Background: an optimization exercise with open tools, aiming at small area and a short achievable clock period. Do not read the settings as production practice.
RTL that was checked went through simulation tests only; none was proved equivalent to the original.
Only the layout flow was run in runs 1, 2 and 8; the RTL was not checked for function there.
Power is estimated from default activity; no workload was simulated.

===== design.v =====
module finalproject #(
    parameter CLK_FREQ_HZ = 8_000,
    parameter SCAN_RATE   = 1000
)(
    input  wire        CLK,
    input  wire        RST_N,
    input  wire [3:0]  ROWS,
    output wire [3:0]  COLS,
    output wire [7:0]  HEX0,
    output wire [7:0]  HEX1,
    output wire [7:0]  HEX2,
    output wire [9:0]  LEDS,
    output wire [7:0]  DBG
);
    reg [2:0] cnt;
    reg       tick;        
    reg       first;       
    reg [3:0] ncols;       
    always @(posedge CLK or negedge RST_N) begin
        if (!RST_N) begin
            cnt   <= 3'd0;
            tick  <= 1'b0;
            first <= 1'b1;
            ncols <= 4'b0001;
        end else begin
            cnt  <= cnt + 3'd1;
            tick <= (cnt == 3'd7);
            if (tick) begin
                first <= 1'b0;
                if (!first) ncols <= {ncols[2:0], ncols[3]};
            end
        end
    end
    wire one_row = (ROWS == 4'b1110) | (ROWS == 4'b1101) |
                   (ROWS == 4'b1011) | (ROWS == 4'b0111);
    wire [1:0] cidx = {ncols[3] | ncols[2], ncols[3] | ncols[1]};
    wire [1:0] ridx = {~ROWS[3] | ~ROWS[2], ~ROWS[3] | ~ROWS[1]};
    reg [3:0] kcode;
    always @(*) begin
        case ({cidx, ridx})
            4'b00_00: kcode = 4'd1;  4'b00_01: kcode = 4'd4;
            4'b00_10: kcode = 4'd7;  4'b00_11: kcode = 4'hE;
            4'b01_00: kcode = 4'd2;  4'b01_01: kcode = 4'd5;
            4'b01_10: kcode = 4'd8;  4'b01_11: kcode = 4'd0;
            4'b10_00: kcode = 4'd3;  4'b10_01: kcode = 4'd6;
            4'b10_10: kcode = 4'd9;  4'b10_11: kcode = 4'hF;
            4'b11_00: kcode = 4'hA;  4'b11_01: kcode = 4'hB;
            4'b11_10: kcode = 4'hC;  default:  kcode = 4'hD;
        endcase
    end
    reg [3:0] code;        
    reg       kev;         
    reg       idle;        
    always @(posedge CLK) code <= kcode;
    always @(posedge CLK or negedge RST_N) begin
        if (!RST_N) begin
            kev  <= 1'b0;
            idle <= 1'b1;
        end else begin
            kev <= tick & idle & one_row;
            if (tick) idle <= (ROWS == 4'b1111);
        end
    end
    wire k_clr   = (code == 4'hE);
    wire k_eq    = (code == 4'hF);
    wire k_op    = code[3] & (code[2] ^ code[1]);
    wire k_digit = ~code[3] | ~(code[2] | code[1]);
    function [6:0] seg;
        input [3:0] v;
        begin
            seg[0] = (v[0] & ~v[1] & ~v[2] & ~v[3]) | (v[0] & ~v[1] & v[2] & v[3]) | (~v[0] & ~v[1] & v[2] & ~v[3]) | (v[0] & v[1] & ~v[2] & v[3]);
            seg[1] = (~v[0] & v[2] & v[3]) | (v[0] & ~v[1] & v[2] & ~v[3]) | (~v[0] & v[1] & v[2]) | (v[0] & v[1] & v[3]);
            seg[2] = (~v[0] & v[1] & ~v[2] & ~v[3]) | (v[1] & v[2] & v[3]) | (~v[0] & v[2] & v[3]);
            seg[3] = (v[0] & ~v[1] & ~v[2] & ~v[3]) | (~v[0] & ~v[1] & v[2] & ~v[3]) | (~v[0] & v[1] & ~v[2] & v[3]) | (v[0] & v[1] & v[2]);
            seg[4] = (v[0] & ~v[3]) | (~v[1] & v[2] & ~v[3]) | (v[0] & ~v[1] & ~v[2]);
            seg[5] = (v[0] & ~v[1] & v[2] & v[3]) | (v[1] & ~v[2] & ~v[3]) | (v[0] & ~v[2] & ~v[3]) | (v[0] & v[1] & ~v[3]);
            seg[6] = (~v[0] & ~v[1] & v[2] & v[3]) | (v[0] & v[1] & v[2] & ~v[3]) | (~v[1] & ~v[2] & ~v[3]);
        end
    endfunction
    reg [6:0] opa, opb;
    reg [2:0] op;
    reg       opsel;
    reg       done;
    reg       nfirst_op;   
    wire      first_op = ~nfirst_op;
    reg [1:0] dcnt;
    reg [3:0] last_key;
    reg       nready;      
    wire      ready = ~nready;
    reg [6:0] nh0, nh1, nh2;
    wire [6:0] hex0 = nh0 ^ 7'b1000000;
    wire [6:0] hex1 = ~nh1;
    wire [6:0] hex2 = ~nh2;
    reg [12:0] lfsr;
    wire acc   = kev & ready;
    wire work  = acc & ~k_clr & ~done;      
    wire w_dig = work & k_digit;
    wire w_op  = work & k_op;
    wire w_eq  = work & k_eq;
    wire w_clr = acc & k_clr;
    wire       two = (dcnt == 2'd1);
    wire [6:0] x10 = {last_key, 3'b000} + {2'b00, last_key, 1'b0} + {3'b000, code};
    wire [6:0] nv  = two ? x10 : {3'b000, code};
    localparam [12:0] LFSR_SEED = 13'h0001;
    localparam [12:0] LFSR_END  = 13'h1914;
    wire [12:0] lfsr_nx = {lfsr[11:0], lfsr[12] ^ lfsr[3] ^ lfsr[2] ^ lfsr[0]};
    always @(posedge CLK)
        lfsr <= work ? LFSR_SEED : lfsr_nx;
    localparam S_IDLE = 3'd0, S_WAIT = 3'd1, S_START = 3'd2, S_LOOP = 3'd3,
               S_FIX = 3'd4, S_CONV = 3'd5, S_SEG = 3'd6;
    reg [7:0] R, Q;
    reg       c, qc, eqf;
    reg [2:0] st;
    wire op_add = (op == 3'd1);
    wire op_sub = (op == 3'd2);
    wire op_mul = (op == 3'd3);
    wire op_div = (op == 3'd4);
    wire k0 = (cnt == 3'd0);
    wire k7 = (cnt == 3'd7);
    wire [7:0] opa8 = {1'b0, opa};
    wire [7:0] opb8 = {1'b0, opb};
    wire ab = opa8[cnt];
    wire bb = opb8[cnt];
    wire tb = (cnt == 3'd1) | (cnt == 3'd3);                  
    wire eb = (cnt == 3'd1) | (cnt == 3'd2) | (cnt == 3'd3);   
    wire bz  = (opb == 7'd0);
    wire err = op_div & bz;
    wire ld  = op_add | op_sub | op_div;
    wire in_conv = (st == S_CONV);
    wire sub = in_conv | op_sub | op_div;
    wire rb  = R[0];
    wire qb  = Q[0];
    wire yb  = (in_conv ? tb : bb) ^ sub;
    wire cin = k0 ? sub : c;
    wire sb  = rb ^ yb ^ cin;
    wire cout = (rb & yb) | (cin & (rb ^ yb));
    wire qcin = k0 | qc;
    wire qs  = qb ^ qcin;
    reg nbR, nbQ;
    always @(*) begin
        case (st)
            S_START: begin
                nbR = err ? eb : (ld & ab);
                nbQ = err ? eb : ld;
            end
            S_LOOP, S_CONV: begin
                nbR = sb;
                nbQ = qs;
            end
            S_FIX: begin
                nbR = op_div ? qb : (op_mul & rb);
                nbQ = 1'b0;
            end
            default: begin
                nbR = rb;
                nbQ = qb;
            end
        endcase
        if (k7) begin
            nbR = 1'b0;
            nbQ = 1'b0;
        end
    end
    wire ge10 = R[7] | R[6] | R[5] | (R[4] & (R[3] | R[2]));
    wire q9   = Q[4] & Q[1];
    wire [2:0] s_cs = (ge10 & ~q9) ? S_CONV : S_SEG;
    wire [3:0] units = {R[2], R[1], R[0], R[7]};       
    wire [3:0] s0   = (st == S_SEG) ? Q[4:1] : (k_eq ? (units & {4{opsel}}) : code);
    wire [6:0] seg0 = seg(s0);
    reg [2:0] st_n;
    always @(*) begin
        case (st)
            S_WAIT:  st_n = S_START;
            S_START: st_n = err ? S_SEG : ((ld | (op_mul & ~eqf)) ? S_LOOP : s_cs);
            S_LOOP:  st_n = op_mul ? (eqf ? S_FIX : S_LOOP) :
                            op_div ? (c ? S_LOOP : S_FIX) :
                            op_sub ? (c ? s_cs : S_FIX) : s_cs;
            S_FIX:   st_n = s_cs;
            S_CONV:  st_n = s_cs;
            default: st_n = S_IDLE;
        endcase
    end
    always @(posedge CLK) begin
        c   <= cout;
        qc  <= qcin & qb;
        eqf <= (k0 | eqf) & ~(nbQ ^ ab);
        R   <= {nbR, R[7:1]};
        if ((st == S_SEG) & k7) Q <= {1'b0, seg0};
        else Q <= {nbQ, Q[7:1]};
    end
    always @(posedge CLK or negedge RST_N) begin
        if (!RST_N) st <= S_IDLE;
        else if (w_dig | w_op) st <= S_WAIT;
        else if (k7) st <= st_n;
    end
    wire [2:0] op_n   = w_clr ? 3'd0 : (w_op ? code[2:0] - 3'd1 : op);
    wire       done_n = ~w_clr & (done | w_eq);
    always @(posedge CLK or negedge RST_N) begin
        if (!RST_N) begin
            opa <= 0; opb <= 0; op <= 0; opsel <= 0; done <= 0;
            nfirst_op <= 0; dcnt <= 0; last_key <= 0; nready <= 0;
            nh0 <= 7'd0; nh1 <= 7'd0; nh2 <= 7'd0;
        end else begin
            if (work) nready <= 1'b1;
            else if (lfsr == LFSR_END) nready <= 1'b0;
            if (acc) last_key <= code;
            if (w_clr | (w_dig & first_op)) opa <= w_clr ? 7'd0 : nv;
            if (w_clr | (w_dig & ~first_op)) opb <= w_clr ? 7'd0 : nv;
            op <= op_n;
            done <= done_n;
            if (w_clr | w_op) opsel <= w_op;
            if (w_clr | w_op) nfirst_op <= ~w_clr;
            if (w_clr | w_op | w_dig) dcnt <= w_dig ? (two ? 2'd2 : 2'd1) : 2'd0;
            if (w_clr) nh0 <= (7'b1000000) ^ 7'b1000000;
            else if (w_dig | w_eq) nh0 <= (seg0) ^ 7'b1000000;
            if (w_eq) nh1 <= ~(opsel ? {Q[5:0], Q[7]} : 7'b1000000);
            else if (w_dig & two) nh1 <= ~(hex0);
            else if (w_clr | w_op | w_dig) nh1 <= ~(7'b1111111);
            if (w_clr) nh2 <= ~(7'b1111111);
            else if (w_op)
                case (code[2:0])
                    3'b010:  nh2 <= ~(7'b0001000);     
                    3'b011:  nh2 <= ~(7'b0000011);     
                    3'b100:  nh2 <= ~(7'b1000110);     
                    default: nh2 <= ~(7'b0100001);     
                endcase
            else if (w_eq & ~opsel) nh2 <= ~(7'b0001110);   
        end
    end
    assign HEX0 = {1'b1, hex0};
    assign HEX1 = {1'b1, hex1};
    assign HEX2 = {1'b1, hex2};
    assign LEDS = {done, opsel, first_op, dcnt, ready, last_key};
    assign COLS = ~ncols;
    assign DBG  = {op, done, opa[3:0]};
endmodule

===== flow/run.sh =====
#!/bin/bash
# Own flow: the standard layout (standard.sh, unchanged synthesis,
# floorplan, power grid, placement, CTS and routing), with two changes:
#  - the port buffers are plain buffers instead of the delay cells that
#    buffer_ports picks by default;
#  - setup repair aims at a margin below the clock period.
# Each tool's full output stays in orfs/logs; make's output goes to
# standard.log in this folder.
set -euo pipefail
bash standard.sh \
  "BUFFER_PORTS_ARGS=-buffer_cell sky130_fd_sc_hd__buf_2" \
  SETUP_SLACK_MARGIN=7.4 \
  finish > standard.log 2>&1

===== standard.sh =====
#!/bin/bash
# synth_recipe.tcl (not shown) runs the flow's synth.tcl, then flattens the netlist and writes it again
# the make line also repeats each setting of config.mk as NAME=value (left out here)
make -C /OpenROAD-flow-scripts/flow DESIGN_CONFIG=/design/flow/config.mk WORK_HOME=/design/flow/orfs CLKGATE_MAP_FILE= SYNTH_SCRIPT=/design/flow/synth_recipe.tcl "${@:-finish}"

===== config.mk =====
export PLATFORM = sky130hd
export DESIGN_NAME = finalproject
export DESIGN_NICKNAME = finalproject
export VERILOG_FILES = /design/flow/design.v
export SDC_FILE = /design/flow/constraint.sdc
export NUM_CORES = 4
export LEC_CHECK = 0
export ABC_AREA = 1
export CAP_MARGIN = 20
export CORE_MARGIN = 2
export CORE_UTILIZATION = 40
export SLEW_MARGIN = 20

===== constraint.sdc =====
create_clock -name core_clock -period 10.0 [get_ports {CLK}]
set_input_delay 2.0000 -clock core_clock [delete_from_list [all_inputs] [get_ports {CLK}]]
set_output_delay 2.0000 -clock core_clock [all_outputs]
set_load 0.01 [all_outputs]

==> results of run 1 <==
## kinds of logic after synthesis
| logic type | Yosys count | synth area share [%] |
|---|---|---|
| DFF | 98 | 43.5 |
| adders and majority gates | 21 | 5.46 |
| other | 1 | 0.0718 |
| AOI/OAI and AO/OA | 110 | 12.1 |
| and+or+nand+nor | 286 | 25.8 |
| buffers and inverters | 141 | 12.1 |
| xor gates and xnor gates | 6 | 1.01 |
## layer usage
metal	global-route usage (%)	wire length [um]	vias to the layer above
li1	-	-	2232
met1	24.5	5960	2078
met2	29.2	5660	89
met3	4.39	437	7
met4	3.99	93	0
met5	0	0	-
## flip-flops by register name (all words and copies together), names as in the netlist, 2 cells and up
register,cells
R,8
cnt,3
Q,8
ncols,4
code,4
opb,7
lfsr,13
op,3
opa,7
nh1,7
dcnt,2
nh0,7
last_key,4
st,3
nh2,7
## cell usage in the layout, fill, tap and decap left out, types with 2 or more instances in the layout
| cell type | Yosys | routed |
|---|---|---|
| o311ai_0 | 2 | 2 |
| inv_2 | 7 | 17 |
| dfstp_2 | 3 | 3 |
| dfxtp_1 | 36 | 35 |
| buf_6 | 4 | 14 |
| buf_4 | 18 | 39 |
| nand3_4 | 4 | 4 |
| clkinv_2 | 0 | 2 |
| nand3_2 | 2 | 2 |
| fa_1 | 3 | 3 |
| conb_1 | 1 | 3 |
| clkbuf_16 | 0 | 9 |
| o21ai_0 | 63 | 63 |
| nor2_2 | 4 | 5 |
| nand2_1 | 148 | 148 |
| nand2_4 | 4 | 4 |
| ha_1 | 18 | 18 |
| nor2_4 | 5 | 5 |
| nor3_1 | 4 | 4 |
| o211ai_1 | 2 | 2 |
| o21ai_1 | 6 | 6 |
| o21ai_2 | 3 | 3 |
| a21oi_1 | 19 | 19 |
| nand3_1 | 43 | 43 |
| inv_1 | 106 | 96 |
| o22ai_2 | 2 | 2 |
| dfrtp_1 | 59 | 56 |
| clkinvlp_4 | 0 | 2 |
| o22ai_1 | 3 | 3 |
| bufinv_16 | 0 | 2 |
| xnor2_1 | 5 | 5 |
| nand2_2 | 5 | 5 |
| o311ai_1 | 3 | 3 |
| dfrtp_2 | 0 | 3 |
| buf_2 | 3 | 34 |
| nor2_1 | 54 | 53 |
| nand4_1 | 7 | 7 |
## critical path, stage by stage (launching register included)
cell,delay (ns)
dfstp_2,0.54
inv_2,0.04
buf_6,0.11
## what timing repair did
item,in CTS,in global routing
resized for setup,10,20
cloned,0,0
buffers inserted,25,13
endpoints found under the setup margin,43,50
## report_power, final
part	leakage [nW]	switching, mW	total [mW]	internal (mW)
registers	1.14	0.0442	0.509	0.465
clock network	0.156	0.148	0.374	0.225
logic	1.88	0.128	0.214	0.0863
total	3.18	0.321	1.10	0.777
## layout make-up
class | count | area (um2) | share of cell area (%)
clock inverters | 5 | 77.6 | 1.25
flip-flops and latches | 98 | 2280 | 36.8
inverters | 115 | 435 | 7.02
repair buffers | 87 | 621 | 10.0
well taps | 172 | 215 | 3.47
clock buffers | 11 | 243 | 3.91
multi-input cells | 426 | 2330 | 37.6
## worst paths after layout
check | from | end | cells past startpoint
worst max-delay path | ncols[0]$_DFFE_PN1P_ | COLS[0] | 2
worst min-delay path | R[5]$_DFF_P_ | R[4]$_DFF_P_ | 0
worst max register to register | code[3]$_DFF_P_ | opa[3]$_DFFE_PN0P_ | 8
worst min register to register | R[5]$_DFF_P_ | R[4]$_DFF_P_ | 0
max in group asynchronous | RST_N | opsel$_DFFE_PN0P_ | 2
min in group asynchronous | RST_N | opa[4]$_DFFE_PN0P_ | 2
## through the flow
step           worst slack, ns  cells
3_5_place_dp              7.18    860
4_1_cts                   6.95    901
6_report                  6.97    914
2_1_floorplan             7.42    665
3_3_place_gp              7.23    860
5_1_grt                   6.93    914
==> impl_metrics.ini, run 1 <==
[clocking]
numCtsBuffers = 9
cts-htree-levels = 3
clk_pin_slew_ns = 0.06
cts.sinks = 98
holdBufCountCts = 0
cts_tree = done
cts.path.max_buffers = 2
clock-root-buffer = clkbuf_16
clk_latency_ns = 0.35

[yosys]
synthCells = 663
ys_types = 48
synth_edf_count = 0
synth_area_leaders = dfrtp_1, dfxtp_1, nand2_1, inv_1, o21ai_0
syn_area_um2 = 5230
synth.most_common_cell = nand2_1
ys_seq_elements = 98
async_reset_ff_share_pct = 63.3
postSynthAreaPerCell_um2 = 7.88
synth_commonest_cells = nand2_1, inv_1, o21ai_0
synth_flop_cell = dfrtp_1
synth_seq_area_share_pct = 43.5
netlist.area_leader.share_pct = 28.2
synth.largest_area_cell = dfrtp_1
yosysWarnings = 1

[timing]
setup_viol = 0
relSlewSlack_pct = 46.5
max_freq_mhz = 330
finalCriticalPeriod_ns = 3.03
finalHoldViolations = 0
grt_setup_unrepaired = true
tightestPinTransition_ns = 0.803
slew_viol_final = 0
whs_ns = 0.353
clock_skew_ns = 0.0124
finalSetupTns_ns = 0
post-route-period-util_pct = 30.3

[global_route]
antenna_found_initial = 0
grt_max_degree = 63
grt_pass1_wl_mm = 20.6
grt-ovfl-total = 0
grt_pass1_vias = 4256
globalRouteTotalUtil_pct = 18.0

[drt]
via_per_inst = 4.82
drtAntennaViolNets = 0
route.detailed.drc = 0
wirelength_mm = 12.2
wire_per_inst_um = 13.3
vias = 4406
first_pass_iters = 4
drtIter0Drc = 216

[power_and_ir_drop]
leakage_nw = 3.18
irDropWorstVdd_v = 0.000147
p_total_mw = 1.10
power_density_nw_per_um2 = 177

[die]
rows = 41
die_area_um2 = 14000
ios = 52
start_util_pct = 41.2
core_um2 = 12700
fp.dieW_um = 118
die_h_um = 118

[cells_and_area]
n_antenna_cell = 0
finish.net_count = 764
post_route_cells_drive_above_1_share_pct = 21.7
fin_util_pct = 48.9
n_fill_cell = 1260
stdcell_area_um2 = 6200
area_delta_synth_final_pct = 18.7

[place]
placed_cell_area_um2 = 5500
port_buffers = 48
gp_congestion = 0.818
hpwl_mm = 8.85

[status]
status = timing/DRC/antenna clean

[setup_path]
crit_fanout = 2
worstSetupPathType = flip-flop to output pin
crit_path_end_kind = output pin
required_ns = 8.00
cp.arrival_ns = 1.03
r2r_setup_slack_ns = 7.64
cp-start-kind = flip-flop

[min_path]
hp-class = flip-flop to flip-flop

[flow_run]
cap_violations = 0
==> run 2: changes to the inputs <==
--- a/flow/run.sh
+++ b/flow/run.sh
@@ -9,5 +9,5 @@
 set -euo pipefail
 bash standard.sh \
   "BUFFER_PORTS_ARGS=-buffer_cell sky130_fd_sc_hd__buf_2" \
-  SETUP_SLACK_MARGIN=7.4 \
+  SETUP_SLACK_MARGIN=7.2 \
   finish > standard.log 2>&1
==> impl_metrics.ini, run 2 <==
[status]
status = timing/DRC/antenna clean

[setup_path]
reg2regPathDepth = 8
worstReg2RegEnd = opa[3]$_DFFE_PN0P_
crit_path_end_kind = output pin
r2r_setup_slack_ns = 7.48
required_ns = 8.00
cp-start-kind = flip-flop
cp.arrival_ns = 1.02
cp-startpoint = ncols[0]$_DFFE_PN1P_
worstSetupPathType = flip-flop to output pin
crit_fanout = 2
reg2reg_from = code[3]$_DFF_P_
endpoint = COLS[0]

[place]
gp_congestion = 0.818
port_buffers = 48
dp_slack_ns = 7.18
dp.cells = 860
hpwl_mm = 8.85
placed_cell_area_um2 = 5500

[yosys]
yosysWarnings = 1
postSynthAreaPerCell_um2 = 7.88
synth-xor-area-share_pct = 1.01
netlist.area_leader.share_pct = 28.2
ys_types = 48
synth_commonest_cells = nand2_1, inv_1, o21ai_0
ys_seq_elements = 98
muxShareOfSynthArea_pct = 0
synth.largest_area_cell = dfrtp_1
synth_compound_gate_area_share_pct = 12.1
synth_top_family_by_area = simple AND/OR/NAND/NOR gates
syn_area_um2 = 5230
async_reset_ff_share_pct = 63.3
synth.most_common_cell = nand2_1
synth_seq_area_share_pct = 43.5
synth_area_leaders = dfrtp_1, dfxtp_1, nand2_1, inv_1, o21ai_0
synth_flop_cell = dfrtp_1
synthAdderAreaFrac_pct = 5.46
synthCells = 663
synth-simple-area-share_pct = 25.8
synth_edf_count = 0

[die]
start_util_pct = 41.2
die_h_um = 118
fp.dieW_um = 118
die_area_um2 = 14000
ios = 52
core_um2 = 12700
rows = 41

[clocking]
clk_latency_ns = 0.35
numCtsBuffers = 9
cts.sinks = 98
holdBufCountCts = 0
clock-root-buffer = clkbuf_16
cts_tree = done
cts-htree-levels = 3
cts.path.max_buffers = 2
clk_pin_slew_ns = 0.06

[min_path]
hp-class = flip-flop to flip-flop
min_from = R[5]$_DFF_P_
whs_path_depth = 0

[cells_and_area]
n_fill_cell = 1262
post_route_cells_drive_above_1_share_pct = 21.3
final_common_cell = nand2_1
area_delta_synth_final_pct = 18.6
mostFrequentLayoutCells = nand2_1, inv_1, o21ai_0
largest_register = lfsr
stdcell_area_um2 = 6200
fin_util_pct = 48.9
finish.net_count = 764
largest_reg_flops = 13
stdcell_count = 914
n_antenna_cell = 0
top_regs = lfsr (13), Q (8), R (8)

[timing]
tightestPinTransition_ns = 0.805
finalCriticalPeriod_ns = 3.02
worst_slack_ns = 6.98
post-route-period-util_pct = 30.2
grt_setup_unrepaired = true
relSlewSlack_pct = 46.3
finalSetupTns_ns = 0
clock_skew_ns = 0.0119
finalHoldViolations = 0
setup_viol = 0
whs_ns = 0.353
max_freq_mhz = 331
slew_viol_final = 0

[power_and_ir_drop]
intPower_mw = 0.777
power_density_nw_per_um2 = 177
p_total_mw = 1.10
leakage_nw = 3.18
irDropWorstVdd_v = 0.000147
p_seq_share_pct = 46.5
pwr-share-comb_pct = 19.5
swShare_pct = 29.2
p_clk_share_pct = 34.0
p_sw_mw = 0.320

[global_route]
antenna_found_initial = 0
grt-ovfl-total = 0
grt_max_degree = 63
grt_pass1_wl_mm = 20.6
grt_pass1_vias = 4256
globalRouteTotalUtil_pct = 18.0

[drt]
drtIter0Drc = 209
vias = 4398
wire_per_inst_um = 13.2
via_per_inst = 4.81
wirelength_mm = 12.1
route.detailed.drc = 0
first_pass_iters = 5
drtAntennaViolNets = 0

[flow_run]
cap_violations = 0
==> run 2: changes by cell type in the layout (fill, tap and decap cells not counted) <==
cell	change
dfrtp_1	+1
dfrtp_2	-1
nor2_1	+1
nor2_2	-1
dfxtp_1	+1
dfxtp_2	-1
==> run 2: critical path: stages, from the launching register on <==
cell and delay, ns:
dfstp_2 0.54, inv_2 0.04, buf_6 0.11
==> run 2: worst min-delay path by stage <==
stage / to / slack (ns)
3_3_place_gp: R[3]$_DFF_P_ / 0.33
6_report: R[4]$_DFF_P_ / 0.35
5_1_grt: R[3]$_DFF_P_ / 0.36
2_1_floorplan: R[3]$_DFF_P_ / 0.32
4_1_cts: R[3]$_DFF_P_ / 0.36
3_5_place_dp: R[2]$_DFF_P_ / 0.34
==> run 2: layer usage <==
| layer | vias to the layer above | share of wire [%] | GRT usage [%] |
|---|---|---|---|
| met5 | - | 0 | 0 |
| met4 | 0 | 0.56 | 3.99 |
| met3 | 6 | 3.6 | 4.39 |
| met2 | 90 | 47 | 29.2 |
| met1 | 2068 | 49 | 24.5 |
| li1 | 2234 | - | - |
==> run 2: cell type report <==
cell class	instances	area, um2	share of cell area [%]
multi-input combinational	426	2330	37.6
inverter	115	435	7.03
tap	172	215	3.47
clock buffer	11	243	3.92
sequential	98	2280	36.8
clock inverter	5	77.6	1.25
timing repair buffer	87	621	10.0
==> run 2: power by group through the flow <==
stage / Combinational [mW] / Clock (mW) / Sequential [mW]
2_1_floorplan: 0.157 / 0 / 0.502
3_3_place_gp: 0.194 / 0 / 0.517
3_5_place_dp: 0.200 / 0 / 0.518
4_1_cts: 0.211 / 0.383 / 0.510
5_1_grt: 0.251 / 0.394 / 0.518
6_report: 0.214 / 0.373 / 0.509
==> run 2: timing repair <==
| item | in CTS | in global routing |
|---|---|---|
| pin swaps | 0 | 0 |
| buffers inserted | 25 | 13 |
| resized for setup | 10 | 17 |
| setup endpoints to repair | 43 | 44 |
==> run 2: cell families after synthesis <==
kind of cell               count (synthesis)
and+or+nand+nor                          286
buffers and inverters                    141
AOI/OAI and AO/OA                        110
DFF                                       98
adders and majority gates                 21
xor gates and xnor gates                   6
other                                      1
==> run 3: changes to the inputs <==
--- a/design.v
+++ b/design.v
@@ -15,25 +15,26 @@
     reg [2:0] cnt;
     reg       tick;        
     reg       first;       
-    reg [3:0] ncols;       
+    reg [3:0] colsx;       
+    assign COLS = colsx ^ 4'b1110;
     always @(posedge CLK or negedge RST_N) begin
         if (!RST_N) begin
             cnt   <= 3'd0;
             tick  <= 1'b0;
             first <= 1'b1;
-            ncols <= 4'b0001;
+            colsx <= 4'b0000;
         end else begin
             cnt  <= cnt + 3'd1;
             tick <= (cnt == 3'd7);
             if (tick) begin
                 first <= 1'b0;
-                if (!first) ncols <= {ncols[2:0], ncols[3]};
+                if (!first) colsx <= {COLS[2:0], COLS[3]} ^ 4'b1110;
             end
         end
     end
     wire one_row = (ROWS == 4'b1110) | (ROWS == 4'b1101) |
                    (ROWS == 4'b1011) | (ROWS == 4'b0111);
-    wire [1:0] cidx = {ncols[3] | ncols[2], ncols[3] | ncols[1]};
+    wire [1:0] cidx = {~COLS[3] | ~COLS[2], ~COLS[3] | ~COLS[1]};
     wire [1:0] ridx = {~ROWS[3] | ~ROWS[2], ~ROWS[3] | ~ROWS[1]};
     reg [3:0] kcode;
     always @(*) begin
@@ -231,6 +232,5 @@
     assign HEX1 = {1'b1, hex1};
     assign HEX2 = {1'b1, hex2};
     assign LEDS = {done, opsel, first_op, dcnt, ready, last_key};
-    assign COLS = ~ncols;
     assign DBG  = {op, done, opa[3:0]};
 endmodule
==> impl_metrics.ini, run 3 <==
[global_route]
antenna_found_initial = 0
grt_pass1_wl_mm = 20.9
grt_max_degree = 63
grt-ovfl-total = 0
globalRouteTotalUtil_pct = 18.6
grt_pass1_vias = 4343

[clocking]
cts.sinks = 98
numCtsBuffers = 9
cts-htree-levels = 3
clk_pin_slew_ns = 0.07
cts.path.max_buffers = 2
cts_tree = done
clock-root-buffer = clkbuf_16
clk_latency_ns = 0.34
holdBufCountCts = 0

[cells_and_area]
regArea_um2 = 2280
mostFrequentLayoutCells = nand2_1, inv_1, dfrtp_1
stdcell_area_um2 = 6140
finish.net_count = 773
multiInputGateArea_um2 = 2290
largest_reg_flops = 13
post_route_cells_drive_above_1_share_pct = 20.5
top_regs = lfsr (13), Q (8), R (8)
n_antenna_cell = 0
area_delta_synth_final_pct = 19.3
n_fill_cell = 1261
largest_register = lfsr
final_common_cell = nand2_1

[yosys]
synth_flop_cell = dfrtp_1
synth-xor-area-share_pct = 0.851
netlist.area_leader.share_pct = 29.2
synth_seq_area_share_pct = 44.2
synth_edf_count = 0
synth.largest_area_cell = dfrtp_1
synth-simple-area-share_pct = 25.4
synth_top_family_by_area = simple AND/OR/NAND/NOR gates
synth_compound_gate_area_share_pct = 12.3
async_reset_ff_share_pct = 63.3
synth_commonest_cells = nand2_1, inv_1, dfrtp_1
synth_area_leaders = dfrtp_1, dfxtp_1, nand2_1, inv_1, o21ai_0
synthCells = 672
postSynthAreaPerCell_um2 = 7.66
ys_types = 45
muxShareOfSynthArea_pct = 0.219
synthAdderAreaFrac_pct = 5.54
yosysWarnings = 1
syn_area_um2 = 5150
ys_seq_elements = 98
synth.most_common_cell = nand2_1

[power_and_ir_drop]
leakage_nw = 3.21
power_density_nw_per_um2 = 184
irDropWorstVdd_v = 0.0000772

[die]
ios = 52
core_um2 = 12600
rows = 41
fp.dieW_um = 117
start_util_pct = 40.9
die_h_um = 117
die_area_um2 = 13800

[drt]
via_per_inst = 4.81
first_pass_iters = 4
drtIter0Drc = 269
wirelength_mm = 12.4
drtAntennaViolNets = 0
route.detailed.drc = 0
wire_per_inst_um = 13.4
vias = 4438

[min_path]
whs_path_depth = 0
hp-class = flip-flop to flip-flop
min_from = R[5]$_DFF_P_
hold_path_end = R[4]$_DFF_P_

[setup_path]
r2r_setup_slack_ns = 7.54
cp_cell_sequence = buf_2
worstSetupPathType = flip-flop to output pin
critPathBufInv = 1
reg2reg_from = code[3]$_DFF_P_
crit_path_max_incr_delay_ns = 0.41
crit_fanout = 4
cp-start-kind = flip-flop
cp.arrival_ns = 0.91
crit_family = flip-flops
crit_path_end_kind = output pin
required_ns = 8.00
reg2regPathDepth = 11
worstReg2RegEnd = opa[6]$_DFFE_PN0P_
critPathSlowestCell = dfrtp_1

[timing]
max_freq_mhz = 344
relSlewSlack_pct = 46.2
finalCriticalPeriod_ns = 2.91
tightestPinTransition_ns = 0.807
whs_ns = 0.352
finalHoldViolations = 0
setup_viol = 0
grt_setup_unrepaired = true
finalSetupTns_ns = 0
post-route-period-util_pct = 29.1
clock_skew_ns = 0.00731
slew_viol_final = 0

[place]
placed_cell_area_um2 = 5450
port_buffers = 48
gp_congestion = 0.888
hpwl_mm = 9.02

[status]
status = timing/DRC/antenna clean

[flow_run]
cap_violations = 0
[run 3: cell count changes after synthesis, moves of 4 or more]
| cell | before | now |
|---|---|---|
| nand3_4 | 4 | 0 |
| nand3_1 | 43 | 37 |
| buf_6 | 4 | 0 |
| nand2_1 | 148 | 173 |
| o21ai_0 | 63 | 54 |
| inv_1 | 106 | 101 |
[run 3: worst max path at each step]
stage | start | endpoint | slack (ns) | cells after the start
after floorplan | ROWS[2] | kev$_DFF_PN0_ | 7.41 | 3
after global placement | RST_N | nh1[1]$_DFFE_PN0P_ | 7.25 | 2
after detailed placement | ROWS[3] | kev$_DFF_PN0_ | 7.16 | 4
after CTS | colsx[2]$_DFFE_PN0P_ | COLS[2] | 7.06 | 2
after global routing | colsx[2]$_DFFE_PN0P_ | COLS[2] | 7.04 | 2
final | op[0]$_DFFE_PN0P_ | DBG[5] | 7.09 | 1
[run 3: where the power goes]
part	leakage [nW]	internal, mW	switching (mW)
clock network	0.163	0.219	0.155
registers	1.13	0.469	0.0455
logic	1.91	0.0925	0.148
total	3.21	0.780	0.349
[run 3: through the flow]
step / instances / util [%] / setup WS [ns] / power (mW)
6_report: 923 / 48.8 / 7.09 / 1.13
5_1_grt: 923 / 48.8 / 7.04 / 1.20
4_1_cts: 914 / 47.9 / 7.06 / 1.13
3_5_place_dp: 870 / 43.3 / 7.16 / 0.750
3_3_place_gp: 870 / 43.3 / 7.25 / 0.744
2_1_floorplan: 674 / - / 7.41 / 0.686
[run 3: kinds of logic (layout without fill, tap and decap cells)]
logic type,count (synthesis),in the layout
simple gates,299,299
xor+xnor,5,5
flops,98,98
mux,1,1
fa+ha+maj,21,21
buf+inv,137,214
compound gates,110,110
other cells,1,3
[run 3: repair_timing]
item,CTS,global route
resized for setup,10,15
cloned,0,0
setup buffers,28,9
endpoints found under the setup margin,43,44
[run 3: area by class of cell]
class | count | area share (%)
multi-input cells | 439 | 37.3
flip-flops and latches | 98 | 37.1
repair buffers | 86 | 9.89
inverters | 112 | 6.91
clock buffers | 11 | 4.30
well taps | 172 | 3.51
clock inverters | 5 | 1.02
[run 3: routing by layer]
layer	track usage [%]	vias to the layer above	wire, um
li1	-	2266	-
met1	26.1	2069	6090
met2	29.1	87	5630
met3	3.60	16	485
met4	5.95	0	190
met5	0	-	0
==> run 4: changes to the inputs <==
--- a/flow/run.sh
+++ b/flow/run.sh
@@ -9,5 +9,5 @@
 set -euo pipefail
 bash standard.sh \
   "BUFFER_PORTS_ARGS=-buffer_cell sky130_fd_sc_hd__buf_2" \
-  SETUP_SLACK_MARGIN=7.2 \
+  SETUP_SLACK_MARGIN=7.1 \
   finish > standard.log 2>&1
==> impl_metrics.ini, run 4 <==
[drt]
drtIter0Drc = 234
wire_per_inst_um = 13.5
dr_wl_met2_mm = 5.62
route.detailed.drc = 0
wirelength_mm = 12.4
vias = 4435
top_layer = met4
drtAntennaViolNets = 0
via_per_inst = 4.83
wl_met3_um = 582
wl_met1_mm = 6.02
first_pass_iters = 5

[setup_path]
crit_fanout = 4
cp-startpoint = op[0]$_DFFE_PN0P_
endpoint = DBG[5]
cp_cell_sequence = buf_2
worstSetupPathType = flip-flop to output pin
crit_path_max_incr_delay_ns = 0.42
cp-start-kind = flip-flop
reg2regPathDepth = 11
crit_family = flip-flops
critPathBufInv = 1
critPathSlowestCell = dfrtp_1
reg2reg_from = cnt[0]$_DFF_PN0_
cp.depth = 1
r2r_setup_slack_ns = 7.45
worstReg2RegEnd = R[7]$_SDFF_PP0_
crit_path_end_kind = output pin
cp.arrival_ns = 0.92
required_ns = 8.00

[cells_and_area]
mostFrequentLayoutCells = nand2_1, inv_1, dfrtp_1
area_delta_synth_final_pct = 18.4
finish.net_count = 768
n_antenna_cell = 0
final_common_cell = nand2_1
largest_register = lfsr
fin_util_pct = 48.5
largest_reg_flops = 13
top_regs = lfsr (13), Q (8), R (8)
stdcell_area_um2 = 6090
post_route_cells_drive_above_1_share_pct = 19.8
n_fill_cell = 1252
stdcell_count = 918

[yosys]
synth_edf_count = 0
syn_area_um2 = 5150
ys_seq_elements = 98
synth_commonest_cells = nand2_1, inv_1, dfrtp_1
yosysWarnings = 1
synth.most_common_cell = nand2_1
async_reset_ff_share_pct = 63.3
synth_seq_area_share_pct = 44.2
synth_flop_cell = dfrtp_1
ys_types = 45
postSynthAreaPerCell_um2 = 7.66
synth_area_leaders = dfrtp_1, dfxtp_1, nand2_1, inv_1, o21ai_0
synthCells = 672
netlist.area_leader.share_pct = 29.2
synth.largest_area_cell = dfrtp_1

[place]
gp_congestion = 0.888
placed_cell_area_um2 = 5450
dp.cells = 870
port_buffers = 48
hpwl_mm = 9.02

[timing]
finalSetupTns_ns = 0
tightestPinTransition_ns = 0.805
clock_skew_ns = 0.00851
post-route-period-util_pct = 29.2
grt_setup_unrepaired = true
slew_viol_final = 0
setup_viol = 0
finalHoldViolations = 0
whs_ns = 0.353
max_freq_mhz = 343
finalCriticalPeriod_ns = 2.92
relSlewSlack_pct = 46.3

[die]
core_um2 = 12600
die_area_um2 = 13800
rows = 41
ios = 52
start_util_pct = 40.9
fp.dieW_um = 117
die_h_um = 117

[flow_run]
cap_violations = 0

[global_route]
grt-ovfl-total = 0
antenna_found_initial = 0
globalRouteTotalUtil_pct = 18.6
grt_pass1_vias = 4324
grt_max_degree = 63
grt_pass1_wl_mm = 20.8

[clocking]
holdBufCountCts = 0
cts_tree = done
cts.path.max_buffers = 2
cts.sinks = 98
numCtsBuffers = 9
cts-htree-levels = 3
clk_pin_slew_ns = 0.07
clk_latency_ns = 0.34
clock-root-buffer = clkbuf_16

[power_and_ir_drop]
leakage_nw = 3.18
irDropWorstVdd_v = 0.0000772
power_density_nw_per_um2 = 185

[min_path]
hp-class = flip-flop to flip-flop

[status]
status = timing/DRC/antenna clean
## run 4: power by group
group | internal [mW] | switching [mW]
registers | 0.469 | 0.0457
logic | 0.0913 | 0.148
clock network | 0.219 | 0.156
total | 0.779 | 0.349
## run 4: layout make-up
type                       instances  area [um2]  area share, %
multi-input combinational        439        2290           37.6
clock inverter                     5        62.6           1.03
timing repair buffer              81         563           9.24
inverter                         112         424           6.96
tap                              172         215           3.53
clock buffer                      11         264           4.33
sequential                        98        2280           37.4
## run 4: through the flow
stage          setup slack, ns  power, mW
2_1_floorplan             7.41      0.686
3_3_place_gp              7.25      0.744
3_5_place_dp              7.16      0.750
4_1_cts                   7.06       1.13
5_1_grt                   7.04       1.20
6_report                  7.08       1.13
## run 4: worst min path at each step
stage                               to  slack (ns)          from  cells past startpoint
final                     R[4]$_DFF_P_        0.35  R[5]$_DFF_P_                      0
after global routing      R[4]$_DFF_P_        0.36  R[5]$_DFF_P_                      0
after floorplan           R[3]$_DFF_P_        0.32  R[4]$_DFF_P_                      0
after global placement    R[3]$_DFF_P_        0.33  R[4]$_DFF_P_                      0
after CTS                 R[4]$_DFF_P_        0.35  R[5]$_DFF_P_                      0
after detailed placement  R[3]$_DFF_P_        0.34  R[4]$_DFF_P_                      0
## run 4: what timing repair did
item,CTS,global route
setup buffers,20,12
setup endpoints to repair,31,39
gates resized for setup,10,13
## run 4: cell families (layout without fill, tap and decap cells)
group / after synthesis / count (layout) / share of synthesized area, %
mux: 1 / 1 / 0.219
fa+ha+maj: 21 / 21 / 5.54
xor+xnor: 5 / 5 / 0.851
other cells: 1 / 3 / 0.0729
buf+inv: 137 / 209 / 11.5
simple gates: 299 / 299 / 25.4
compound gates: 110 / 110 / 12.3
flops: 98 / 98 / 44.2
## run 4: metal layers
layer  track usage, %  vias up
met3             3.60       12
met1             26.1     2064
li1                 -     2251
met5                0        -
met2             28.9      108
met4             5.95        0
==> run 5: changes to the inputs <==
--- a/flow/run.sh
+++ b/flow/run.sh
@@ -9,5 +9,5 @@
 set -euo pipefail
 bash standard.sh \
   "BUFFER_PORTS_ARGS=-buffer_cell sky130_fd_sc_hd__buf_2" \
-  SETUP_SLACK_MARGIN=7.1 \
+  SETUP_SLACK_MARGIN=6.8 \
   finish > standard.log 2>&1
==> impl_metrics.ini, run 5 <==
[power_and_ir_drop]
irDropWorstVdd_v = 0.0000772
p_total_mw = 1.12
p_sw_mw = 0.347
leakage_nw = 2.98
power_density_nw_per_um2 = 194
pwr-share-comb_pct = 20.3
swShare_pct = 31.1
intPower_mw = 0.771
p_seq_share_pct = 46.1
p_clk_share_pct = 33.5

[drt]
drtAntennaViolNets = 0
via_per_inst = 4.86
route.detailed.drc = 0
first_pass_iters = 4
wire_per_inst_um = 13.5
vias = 4304
drtIter0Drc = 255
wirelength_mm = 12.0

[yosys]
netlist.area_leader.share_pct = 29.2
synth_edf_count = 0
ys_seq_elements = 98
synth.most_common_cell = nand2_1
syn_area_um2 = 5150
synth_flop_cell = dfrtp_1
synth.largest_area_cell = dfrtp_1
yosysWarnings = 1
synth_seq_area_share_pct = 44.2
synth_area_leaders = dfrtp_1, dfxtp_1, nand2_1, inv_1, o21ai_0
synthCells = 672
synth_commonest_cells = nand2_1, inv_1, dfrtp_1
ys_types = 45
postSynthAreaPerCell_um2 = 7.66
async_reset_ff_share_pct = 63.3

[timing]
tightestPinTransition_ns = 0.801
slew_viol_final = 0
clock_skew_ns = 0.00682
finalSetupTns_ns = 0
finalHoldViolations = 0
grt_setup_unrepaired = false
setup_viol = 0
whs_ns = 0.353
relSlewSlack_pct = 46.6
finalCriticalPeriod_ns = 3.12
post-route-period-util_pct = 31.2
max_freq_mhz = 320

[global_route]
met1_usage_pct = 25.7
grtUsageMet3_pct = 3.60
grt_pass1_vias = 4222
grt_max_degree = 63
grt-ovfl-total = 0
grt_busiest_layer = met2
globalRouteTotalUtil_pct = 18.2
grt_pass1_wl_mm = 20.5
antenna_found_initial = 0
grtUsageMet2_pct = 27.9

[die]
ios = 52
rows = 41
core_um2 = 12600
start_util_pct = 40.9
fp.dieW_um = 117
die_h_um = 117
die_area_um2 = 13800

[flow_run]
cap_violations = 0

[clocking]
cts.path.max_buffers = 2
post_cts_buffers = 0
cts-htree-levels = 3
numCtsBuffers = 9
cts.sinks = 98
cts_tree = done
holdBufCountCts = 0
cts_resized = 0
clk_latency_ns = 0.34
clock-root-buffer = clkbuf_16
clk_pin_slew_ns = 0.07

[setup_path]
cp-start-kind = flip-flop
crit_fanout = 10
cp_cell_sequence = buf_2
crit_family = flip-flops
r2r_setup_slack_ns = 7.43
worstSetupPathType = flip-flop to output pin
crit_path_end_kind = output pin
crit_path_max_incr_delay_ns = 0.57
reg2reg_from = cnt[0]$_DFF_PN0_
cp.arrival_ns = 1.12
required_ns = 8.00
reg2regPathDepth = 11
critPathSlowestCell = dfrtp_1
worstReg2RegEnd = R[7]$_SDFF_PP0_
critPathBufInv = 1
cp.depth = 1

[cells_and_area]
top_regs = lfsr (13), Q (8), R (8)
largest_reg_flops = 13
mostFrequentLayoutCells = nand2_1, inv_1, dfrtp_1
area_delta_synth_final_pct = 12.2
stdcell_area_um2 = 5770
n_antenna_cell = 0
final_common_cell = nand2_1
finish.net_count = 736
largest_register = lfsr
post_route_cells_drive_above_1_share_pct = 14.7

[place]
gp_congestion = 0.888
hpwl_mm = 9.02
port_buffers = 48
placed_cell_area_um2 = 5450

[status]
status = timing/DRC/antenna clean

[min_path]
whs_path_depth = 0
hp-class = flip-flop to flip-flop
hold_path_end = R[4]$_DFF_P_
min_from = R[5]$_DFF_P_
==> run 5: worst max-delay path by stage <==
stage / start / end
2_1_floorplan: ROWS[2] / kev$_DFF_PN0_
3_3_place_gp: RST_N / nh1[1]$_DFFE_PN0P_
3_5_place_dp: ROWS[3] / kev$_DFF_PN0_
4_1_cts: opsel$_DFFE_PN0P_ / LEDS[8]
5_1_grt: opsel$_DFFE_PN0P_ / LEDS[8]
6_report: opsel$_DFFE_PN0P_ / LEDS[8]
==> run 5: cell type report <==
cell class | count | area, um2
fill | 1275 | 6800
multi-input combinational | 439 | 2290
sequential | 98 | 2270
inverter | 112 | 420
clock buffer | 11 | 264
timing repair buffer | 49 | 248
tap | 172 | 215
clock inverter | 5 | 62.6
==> run 5: worst register-to-register path, cell delays in order (launching register included) <==
cell	delay [ns]
dfrtp_1	0.52
clkinv_1	0.31
o21ai_0	0.25
nand3_1	0.10
nand3_1	0.09
o21ai_0	0.10
xnor2_1	0.16
fa_1	0.52
inv_1	0.04
a21oi_1	0.14
nand3_1	0.09
o21a_1	0.16
==> run 5: kinds of logic (layout without fill, tap and decap cells) <==
group,Yosys count,in the layout,share of synthesized area [%]
XOR/XNOR,5,5,0.851
adder cells (fa/ha/maj),21,21,5.54
AND/OR/NAND/NOR,299,299,25.4
other,1,3,0.0729
flip-flops,98,98,44.2
buffers and inverters,137,177,11.5
AO/OA/AOI/OAI,110,110,12.3
multiplexers,1,1,0.219
==> run 5: power groups by stage <==
stage                     Sequential (mW)  Clock, mW  Combinational, mW
after floorplan                     0.508          0              0.178
after global placement              0.522          0              0.222
after detailed placement            0.523          0              0.227
after CTS                           0.516      0.383              0.228
after global routing                0.525      0.401              0.263
final                               0.516      0.375              0.227
==> run 5: per-stage QoR <==
step | std cells | utilization (%) | setup slack [ns]
floorplan | 674 | - | 7.41
global placement | 870 | 43.3 | 7.25
detailed placement | 870 | 43.3 | 7.16
CTS | 886 | 45.9 | 6.88
global route | 886 | 45.9 | 6.84
finish | 886 | 45.9 | 6.88
==> run 5: layer usage <==
layer | share of wire [%] | wire (um)
met4 | 1.6 | 186
met5 | 0 | 0
met2 | 44 | 5310
met1 | 50 | 5970
met3 | 4.2 | 498
==> run 6: changes to the inputs <==
--- a/flow/run.sh
+++ b/flow/run.sh
@@ -9,5 +9,5 @@
 set -euo pipefail
 bash standard.sh \
   "BUFFER_PORTS_ARGS=-buffer_cell sky130_fd_sc_hd__buf_2" \
-  SETUP_SLACK_MARGIN=6.8 \
+  SETUP_SLACK_MARGIN=7 \
   finish > standard.log 2>&1
==> impl_metrics.ini, run 6 <==
[clocking]
cts.sinks = 98
cts_tree = done
holdBufCountCts = 0
cts-htree-levels = 3
numCtsBuffers = 9
clock-root-buffer = clkbuf_16
cts.path.max_buffers = 2
clk_pin_slew_ns = 0.07
clk_latency_ns = 0.34

[cells_and_area]
post_route_cells_drive_above_1_share_pct = 15.5
n_antenna_cell = 0
largest_reg_flops = 13
n_fill_cell = 1273
largest_register = lfsr
final_common_cell = nand2_1
area_delta_synth_final_pct = 12.5
top_regs = lfsr (13), Q (8), R (8)
finish.net_count = 737
mostFrequentLayoutCells = nand2_1, inv_1, dfrtp_1

[setup_path]
reg2reg_from = cnt[0]$_DFF_PN0_
cp.arrival_ns = 0.96
cp-start-kind = flip-flop
crit_path_end_kind = output pin
worstSetupPathType = flip-flop to output pin
crit_fanout = 4
required_ns = 8.00
r2r_setup_slack_ns = 7.42
worstReg2RegEnd = R[7]$_SDFF_PP0_
reg2regPathDepth = 11

[die]
die_area_um2 = 13800
fp.dieW_um = 117
core_um2 = 12600
ios = 52
rows = 41
die_h_um = 117
start_util_pct = 40.9

[place]
gp_congestion = 0.888
dp_slack_ns = 7.16
hpwl_mm = 9.02
port_buffers = 48

[timing]
slew_viol_final = 0
relSlewSlack_pct = 46.6
clock_skew_ns = 0.00752
finalSetupTns_ns = 0
post-route-period-util_pct = 29.6
grt_setup_unrepaired = true
finalCriticalPeriod_ns = 2.96
worst_slack_ns = 7.04
max_freq_mhz = 338
tightestPinTransition_ns = 0.801
finalHoldViolations = 0
setup_viol = 0

[global_route]
grt_pass1_vias = 4225
grt-ovfl-total = 0
globalRouteTotalUtil_pct = 18.2
grt_pass1_wl_mm = 20.5
antenna_found_initial = 0
grt_max_degree = 63

[status]
status = timing/DRC/antenna clean

[yosys]
netlist.area_leader.share_pct = 29.2
synth_commonest_cells = nand2_1, inv_1, dfrtp_1
synth.largest_area_cell = dfrtp_1
async_reset_ff_share_pct = 63.3
yosysWarnings = 1
synthCells = 672
ys_types = 45
synth_seq_area_share_pct = 44.2
synth_flop_cell = dfrtp_1
synth.most_common_cell = nand2_1
postSynthAreaPerCell_um2 = 7.66
ys_seq_elements = 98
synth_edf_count = 0
synth_area_leaders = dfrtp_1, dfxtp_1, nand2_1, inv_1, o21ai_0
syn_area_um2 = 5150

[min_path]
min_from = R[5]$_DFF_P_
hp-class = flip-flop to flip-flop
whs_path_depth = 0
hold_path_end = R[4]$_DFF_P_

[flow_run]
cap_violations = 0

[drt]
via_per_inst = 4.85
first_pass_iters = 5
drtAntennaViolNets = 0
route.detailed.drc = 0
drtIter0Drc = 238
wirelength_mm = 11.9
wire_per_inst_um = 13.5
vias = 4305

[power_and_ir_drop]
irDropWorstVdd_v = 0.0000772
power_density_nw_per_um2 = 193
leakage_nw = 2.99
-- run 6: stage by stage --
stage	hold slack, ns	util (%)	instances	power [mW]	instance area [um2]
CTS	0.355	46.1	887	1.13	5790
finish	0.353	46.1	887	1.12	5790
global placement	0.332	43.3	870	0.744	5450
floorplan	0.325	-	674	0.686	5150
detailed placement	0.342	43.3	870	0.750	5450
global route	0.358	46.1	887	1.19	5790
-- run 6: timing repair --
action / 4_1_cts / 5_1_grt
buffers inserted: 1 / 0
resized for setup: 2 / 4
endpoints found under the setup margin: 2 / 3
-- run 6: power by group --
group | total (mW) | internal (mW) | switching [mW]
registers | 0.516 | 0.469 | 0.0471
clock network | 0.375 | 0.219 | 0.156
logic | 0.227 | 0.0834 | 0.144
total | 1.12 | 0.771 | 0.347
-- run 6: cells by family after synthesis --
group	after synthesis	share of synthesized area (%)
AO/OA/AOI/OAI	110	12.3
multiplexers	1	0.219
buffers and inverters	137	11.5
adder cells (fa/ha/maj)	21	5.54
other	1	0.0729
AND/OR/NAND/NOR	299	25.4
flip-flops	98	44.2
XOR/XNOR	5	0.851
-- run 6: area by class of cell --
| class | instances | area, um2 | area share [%] |
|---|---|---|---|
| Clock buffer | 11 | 264 | 4.56 |
| Sequential cell | 98 | 2280 | 39.3 |
| Clock inverter | 5 | 62.6 | 1.08 |
| Multi-Input combinational cell | 439 | 2290 | 39.5 |
| Inverter | 112 | 420 | 7.26 |
| Tap cell | 172 | 215 | 3.72 |
| Timing Repair Buffer | 50 | 262 | 4.52 |
-- run 6: critical path: stages (launching register included) --
cell,delay [ns]
dfrtp_1,0.41
inv_1,0.08
buf_2,0.12
-- run 6: routing by layer --
| layer | share of wire [%] | vias to the layer above | GRT usage [%] |
|---|---|---|---|
| met4 | 1.4 | 0 | 5.95 |
| met5 | 0 | - | 0 |
| met2 | 45 | 95 | 28.1 |
| met3 | 4.5 | 13 | 3.55 |
| li1 | - | 2189 | - |
| met1 | 49 | 2008 | 25.7 |
-- run 6: worst max path at each step --
| stage | startpoint | to | slack, ns | cells past startpoint |
|---|---|---|---|---|
| 2_1_floorplan | ROWS[2] | kev$_DFF_PN0_ | 7.41 | 3 |
| 3_3_place_gp | RST_N | nh1[1]$_DFFE_PN0P_ | 7.25 | 2 |
| 3_5_place_dp | ROWS[3] | kev$_DFF_PN0_ | 7.16 | 4 |
| 4_1_cts | nfirst_op$_DFFE_PN0P_ | LEDS[7] | 7.01 | 2 |
| 5_1_grt | colsx[1]$_DFFE_PN0P_ | COLS[1] | 7.00 | 2 |
| 6_report | colsx[2]$_DFFE_PN0P_ | COLS[2] | 7.04 | 2 |
==> run 7: changes to the inputs <==
--- a/config.mk
+++ b/config.mk
@@ -9,4 +9,6 @@
 export CAP_MARGIN = 20
 export CORE_MARGIN = 2
 export CORE_UTILIZATION = 40
+export CTS_CLUSTER_DIAMETER = 100
+export CTS_CLUSTER_SIZE = 30
 export SLEW_MARGIN = 20
==> impl_metrics.ini, run 7 <==
[timing]
worst_slack_ns = 7.04
finalCriticalPeriod_ns = 2.96
whs_ns = 0.353
clock_skew_ns = 0.00752
max_freq_mhz = 338
slew_viol_final = 0
tightestPinTransition_ns = 0.801
post-route-period-util_pct = 29.6
setup_viol = 0
finalHoldViolations = 0
relSlewSlack_pct = 46.6
grt_setup_unrepaired = true
finalSetupTns_ns = 0

[setup_path]
worstSetupPathType = flip-flop to output pin
reg2regPathDepth = 11
cp-startpoint = colsx[2]$_DFFE_PN0P_
crit_fanout = 4
cp-start-kind = flip-flop
r2r_setup_slack_ns = 7.42
worstReg2RegEnd = R[7]$_SDFF_PP0_
reg2reg_from = cnt[0]$_DFF_PN0_
endpoint = COLS[2]
crit_path_end_kind = output pin
required_ns = 8.00
cp.arrival_ns = 0.96

[place]
port_buffers = 48
gp_congestion = 0.888
hpwl_mm = 9.02
dp_slack_ns = 7.16
dp.cells = 870
placed_cell_area_um2 = 5450

[cells_and_area]
stdcell_count = 887
stdcell_area_um2 = 5790
n_antenna_cell = 0
mostFrequentLayoutCells = nand2_1, inv_1, dfrtp_1
final_common_cell = nand2_1
largest_reg_flops = 13
finish.net_count = 737
largest_register = lfsr
top_regs = lfsr (13), Q (8), R (8)
area_delta_synth_final_pct = 12.5
post_route_cells_drive_above_1_share_pct = 15.5

[power_and_ir_drop]
intPower_mw = 0.771
pwr-share-comb_pct = 20.3
p_seq_share_pct = 46.1
irDropWorstVdd_v = 0.0000772
leakage_nw = 2.99
power_density_nw_per_um2 = 193
swShare_pct = 31.0
p_clk_share_pct = 33.5
p_sw_mw = 0.347

[clocking]
numCtsBuffers = 9
cts-htree-levels = 3
cts.path.max_buffers = 2
clk_latency_ns = 0.34
cts.sinks = 98
clock-root-buffer = clkbuf_16
clk_pin_slew_ns = 0.07
cts_tree = done

[drt]
route.detailed.drc = 0
dr_wl_met2_mm = 5.33
via_per_inst = 4.85
wl_met1_mm = 5.90
wire_per_inst_um = 13.5
vias = 4305
wl_met3_um = 541
drtIter0Drc = 238
top_layer = met4
first_pass_iters = 5
drtAntennaViolNets = 0
wirelength_mm = 11.9

[yosys]
synth_compound_gate_area_share_pct = 12.3
synth_commonest_cells = nand2_1, inv_1, dfrtp_1
synth_top_family_by_area = simple AND/OR/NAND/NOR gates
synth-xor-area-share_pct = 0.851
synthAdderAreaFrac_pct = 5.54
synthCells = 672
synth_seq_area_share_pct = 44.2
synth_edf_count = 0
synth.largest_area_cell = dfrtp_1
netlist.area_leader.share_pct = 29.2
synth-simple-area-share_pct = 25.4
syn_area_um2 = 5150
yosysWarnings = 1
ys_types = 45
synth_flop_cell = dfrtp_1
synth_area_leaders = dfrtp_1, dfxtp_1, nand2_1, inv_1, o21ai_0
async_reset_ff_share_pct = 63.3
ys_seq_elements = 98
muxShareOfSynthArea_pct = 0.219
synth.most_common_cell = nand2_1
postSynthAreaPerCell_um2 = 7.66

[die]
rows = 41
start_util_pct = 40.9
die_h_um = 117
core_um2 = 12600
ios = 52
die_area_um2 = 13800
fp.dieW_um = 117

[global_route]
grt_max_degree = 63
grt-ovfl-total = 0
antenna_found_initial = 0
grt_pass1_vias = 4225
globalRouteTotalUtil_pct = 18.2
grt_pass1_wl_mm = 20.5

[flow_run]
cap_violations = 0

[min_path]
hp-class = flip-flop to flip-flop

[status]
status = timing/DRC/antenna clean
-- run 7: cell counts in the layout (fill, tap and decap cells not counted) --
No cell type changed its count.
-- run 7: timing repair --
item / CTS / global route
setup endpoints to repair: 2 / 3
hold endpoints to repair: 0 / 0
hold buffers: 0 / 0
resized for setup: 2 / 4
setup buffers: 1 / 0
-- run 7: routing by layer --
| metal | track usage (%) | vias to the layer above |
|---|---|---|
| met5 | 0 | - |
| met1 | 25.7 | 2008 |
| met3 | 3.55 | 13 |
| met4 | 5.95 | 0 |
| met2 | 28.1 | 95 |
| li1 | - | 2189 |
-- run 7: power groups by stage --
stage          logic (mW)  clock network (mW)  registers, mW
3_3_place_gp        0.222                   0          0.522
2_1_floorplan       0.178                   0          0.508
6_report            0.227               0.375          0.516
5_1_grt             0.263               0.401          0.525
4_1_cts             0.228               0.383          0.516
3_5_place_dp        0.227                   0          0.523
-- run 7: cells by family after synthesis --
logic type / count (synthesis)
buf+inv: 137
mux: 1
other cells: 1
compound gates: 110
simple gates: 299
fa+ha+maj: 21
flops: 98
xor+xnor: 5
-- run 7: worst min path at each step --
stage	endpoint	slack, ns	cells past startpoint	startpoint
after floorplan	R[3]$_DFF_P_	0.32	0	R[4]$_DFF_P_
after global placement	R[3]$_DFF_P_	0.33	0	R[4]$_DFF_P_
after detailed placement	R[3]$_DFF_P_	0.34	0	R[4]$_DFF_P_
after CTS	R[4]$_DFF_P_	0.35	0	R[5]$_DFF_P_
after global routing	R[4]$_DFF_P_	0.36	0	R[5]$_DFF_P_
final	R[4]$_DFF_P_	0.35	0	R[5]$_DFF_P_
-- run 7: through the flow --
step	power [mW]	util, %
3_5_place_dp	0.750	43.3
2_1_floorplan	0.686	-
3_3_place_gp	0.744	43.3
5_1_grt	1.19	46.1
4_1_cts	1.13	46.1
6_report	1.12	46.1
-- run 7: cell type report --
cell class | instances | area (um2)
clock buffer | 11 | 264
clock inverter | 5 | 62.6
fill | 1273 | 6780
inverter | 112 | 420
multi-input combinational | 439 | 2290
sequential | 98 | 2280
tap | 172 | 215
timing repair buffer | 50 | 262
-- run 7: worst max-delay path, cell delays in order (launching register included) --
cell	delay (ns)
dfrtp_1	0.41
inv_1	0.08
buf_2	0.12
==> run 8: changes to the inputs <==
--- a/design.v
+++ b/design.v
@@ -92,7 +92,7 @@
     wire [6:0] hex0 = nh0 ^ 7'b1000000;
     wire [6:0] hex1 = ~nh1;
     wire [6:0] hex2 = ~nh2;
-    reg [12:0] lfsr;
+    reg [9:0] lfsr;
     wire acc   = kev & ready;
     wire work  = acc & ~k_clr & ~done;      
     wire w_dig = work & k_digit;
@@ -102,9 +102,9 @@
     wire       two = (dcnt == 2'd1);
     wire [6:0] x10 = {last_key, 3'b000} + {2'b00, last_key, 1'b0} + {3'b000, code};
     wire [6:0] nv  = two ? x10 : {3'b000, code};
-    localparam [12:0] LFSR_SEED = 13'h0001;
-    localparam [12:0] LFSR_END  = 13'h1914;
-    wire [12:0] lfsr_nx = {lfsr[11:0], lfsr[12] ^ lfsr[3] ^ lfsr[2] ^ lfsr[0]};
+    localparam [9:0] LFSR_SEED = 10'h001;
+    localparam [9:0] LFSR_END  = 10'h2d3;
+    wire [9:0] lfsr_nx = {lfsr[8:0], lfsr[9] ^ lfsr[6]};
     always @(posedge CLK)
         lfsr <= work ? LFSR_SEED : lfsr_nx;
     localparam S_IDLE = 3'd0, S_WAIT = 3'd1, S_START = 3'd2, S_LOOP = 3'd3,
@@ -203,7 +203,7 @@
             nh0 <= 7'd0; nh1 <= 7'd0; nh2 <= 7'd0;
         end else begin
             if (work) nready <= 1'b1;
-            else if (lfsr == LFSR_END) nready <= 1'b0;
+            else if (lfsr == LFSR_END && cnt == 3'd2) nready <= 1'b0;
             if (acc) last_key <= code;
             if (w_clr | (w_dig & first_op)) opa <= w_clr ? 7'd0 : nv;
             if (w_clr | (w_dig & ~first_op)) opb <= w_clr ? 7'd0 : nv;
--- a/config.mk
+++ b/config.mk
@@ -9,6 +9,4 @@
 export CAP_MARGIN = 20
 export CORE_MARGIN = 2
 export CORE_UTILIZATION = 40
-export CTS_CLUSTER_DIAMETER = 100
-export CTS_CLUSTER_SIZE = 30
 export SLEW_MARGIN = 20
==> impl_metrics.ini, run 8 <==
[drt]
vias = 4095
drtAntennaViolNets = 0
first_pass_iters = 5
via_per_inst = 4.78
wirelength_mm = 11.1
wire_per_inst_um = 13.0
drtIter0Drc = 197
route.detailed.drc = 0

[setup_path]
worstSetupPathType = flip-flop to output pin
crit_path_end_kind = output pin
cp_cell_sequence = inv_2 -> buf_2
crit_family = flip-flops
critPathBufInv = 2
reg2regPathDepth = 8
critPathSlowestCell = dfrtp_1
cp-start-kind = flip-flop
crit_path_max_incr_delay_ns = 0.39
cp.depth = 2
cp.arrival_ns = 0.94
crit_fanout = 3
required_ns = 8.00

[yosys]
synth.largest_area_cell = dfrtp_1
synthCells = 638
synth_flop_cell = dfrtp_1
synth_edf_count = 0
synth_area_leaders = dfrtp_1, dfxtp_1, nand2_1, inv_1, o21ai_0
synth_seq_area_share_pct = 43.9
async_reset_ff_share_pct = 65.3
ys_seq_elements = 95
netlist.area_leader.share_pct = 29.7
yosysWarnings = 1
synth_commonest_cells = nand2_1, inv_1, dfrtp_1, o21ai_0, nor2_1
synth.most_common_cell = nand2_1
syn_area_um2 = 5050
ys_types = 43
postSynthAreaPerCell_um2 = 7.91

[power_and_ir_drop]
leakage_nw = 2.88
power_density_nw_per_um2 = 198
irDropWorstVdd_v = 0.0000813

[die]
ios = 52
rows = 41
core_um2 = 12500
die_h_um = 116
die_area_um2 = 13500
start_util_pct = 40.5
fp.dieW_um = 116

[clocking]
cts-htree-levels = 3
numCtsBuffers = 9
cts.path.max_buffers = 2
clk_latency_ns = 0.34
holdBufCountCts = 0
clk_pin_slew_ns = 0.07
cts_tree = done
cts.sinks = 95
clock-root-buffer = clkbuf_16

[cells_and_area]
largest_reg_flops = 10
stdcell_count = 856
final_common_cell = nand2_1
area_delta_synth_final_pct = 12.5
top_regs = lfsr (10), Q (8), R (8)
mostFrequentLayoutCells = nand2_1, inv_1, o21ai_0
finish.net_count = 707
post_route_cells_drive_above_1_share_pct = 17.1
largest_register = lfsr
n_antenna_cell = 0

[timing]
clock_skew_ns = 0.00350
setup_viol = 0
relSlewSlack_pct = 46.9
tightestPinTransition_ns = 0.797
finalCriticalPeriod_ns = 2.94
grt_setup_unrepaired = false
post-route-period-util_pct = 29.4
worst_slack_ns = 7.06
finalHoldViolations = 0
max_freq_mhz = 340
finalSetupTns_ns = 0
slew_viol_final = 0

[place]
hpwl_mm = 8.45
port_buffers = 48
gp_congestion = 0.935
dp.cells = 837
dp_slack_ns = 7.14

[global_route]
grt_pass1_vias = 3860
antenna_found_initial = 0
grt_max_degree = 63
grt_pass1_wl_mm = 18.9
grt-ovfl-total = 0
globalRouteTotalUtil_pct = 17.9

[min_path]
hp-class = flip-flop to flip-flop
whs_path_depth = 0

[status]
status = timing/DRC/antenna clean

[flow_run]
cap_violations = 0
## run 8: cell type report
cell class | instances | area, um2
Multi-Input combinational cell | 424 | 2300
Fill cell | 1268 | 6790
Timing Repair Buffer | 52 | 277
Tap cell | 172 | 215
Clock inverter | 7 | 80.1
Sequential cell | 95 | 2220
Inverter | 97 | 364
Clock buffer | 9 | 225
## run 8: cells by family after synthesis
family | synth area share [%]
xor+xnor | 0.521
flops | 43.9
buf+inv | 10.7
mux | 0.223
fa+ha+maj | 5.90
other cells | 0.0743
compound gates | 11.8
simple gates | 26.9
## run 8: path summary, 6_finish.rpt
| kind | from | endpoint | slack (ns) |
|---|---|---|---|
| max | nfirst_op$_DFFE_PN0P_ | LEDS[7] | 7.06 |
| min | R[4]$_DFF_P_ | R[3]$_DFF_P_ | 0.35 |
| max reg2reg | code[3]$_DFF_P_ | opa[3]$_DFFE_PN0P_ | 7.56 |
| min reg2reg | R[4]$_DFF_P_ | R[3]$_DFF_P_ | 0.35 |
| max in group asynchronous | RST_N | opsel$_DFFE_PN0P_ | 7.61 |
| min in group asynchronous | RST_N | kev$_DFF_PN0_ | 1.80 |
## run 8: repair_timing
item,4_1_cts,5_1_grt
resized for setup,2,1
endpoints found under the setup margin,2,3
pin swaps,0,0
setup buffers,0,3
## run 8: metrics by stage
stage               area (um2)  power (mW)  hold slack [ns]  util [%]
global route              5680        1.20            0.355      45.6
detailed placement        5340       0.781            0.340      42.9
global placement          5340       0.772            0.331      42.9
CTS                       5650        1.14            0.353      45.3
floorplan                 5050       0.704            0.325         -
finish                    5680        1.12            0.351      45.6
## run 8: layer usage
metal | share of wire, % | track usage, %
met1 | 50 | 25.1
met5 | 0 | 0
met4 | 1.4 | 5.71
met3 | 3.4 | 3.58
met2 | 45 | 28.0
## run 8: power breakdown
part	internal [mW]	switching (mW)
logic	0.0986	0.165
clock network	0.197	0.151
registers	0.457	0.0552

[port drivers added, routing unchanged]
The results above use ideal ports. As a check the final layouts listed here were re-extracted and re-timed, cells and wires unchanged. Step 1 assumes that a clkbuf_16 drives the clock port and a buf_2 every other input. Step 2, shift: input delay + t, output delay - t, t = (earliest + latest rising clock arrival at the registers) / 2. This alone moves slack from input paths to output paths. a / b / c = no drivers / after step 1 / after step 2; a / b = the first two.
run | t, ns | setup WS [ns] | worst setup path at the end | worst register clock-pin slew, ns | pins driven straight from the clock port
run 1 | 0.380 | 6.974 / 6.936 / 7.126 | input to register | 0.07 / 0.07 | 1
run 2 | 0.378 | 6.975 / 6.937 / 7.146 | input to register | 0.07 / 0.07 | 1
run 3 | 0.371 | 7.089 / 7.053 / 7.192 | input to register | 0.07 / 0.07 | 1
run 4 | 0.372 | 7.085 / 7.049 / 7.190 | input to register | 0.07 / 0.07 | 1
run 5 | 0.374 | 6.877 / 6.842 / 7.189 | input to register | 0.07 / 0.07 | 1
run 6 | 0.372 | 7.043 / 7.007 / 7.189 | input to register | 0.07 / 0.07 | 1
run 7 | 0.372 | 7.043 / 7.007 / 7.189 | input to register | 0.07 / 0.07 | 1
run 8 | 0.378 | 7.056 / 7.019 / 7.153 | input to register | 0.07 / 0.07 | 1
After both steps every run listed still meets setup and hold.
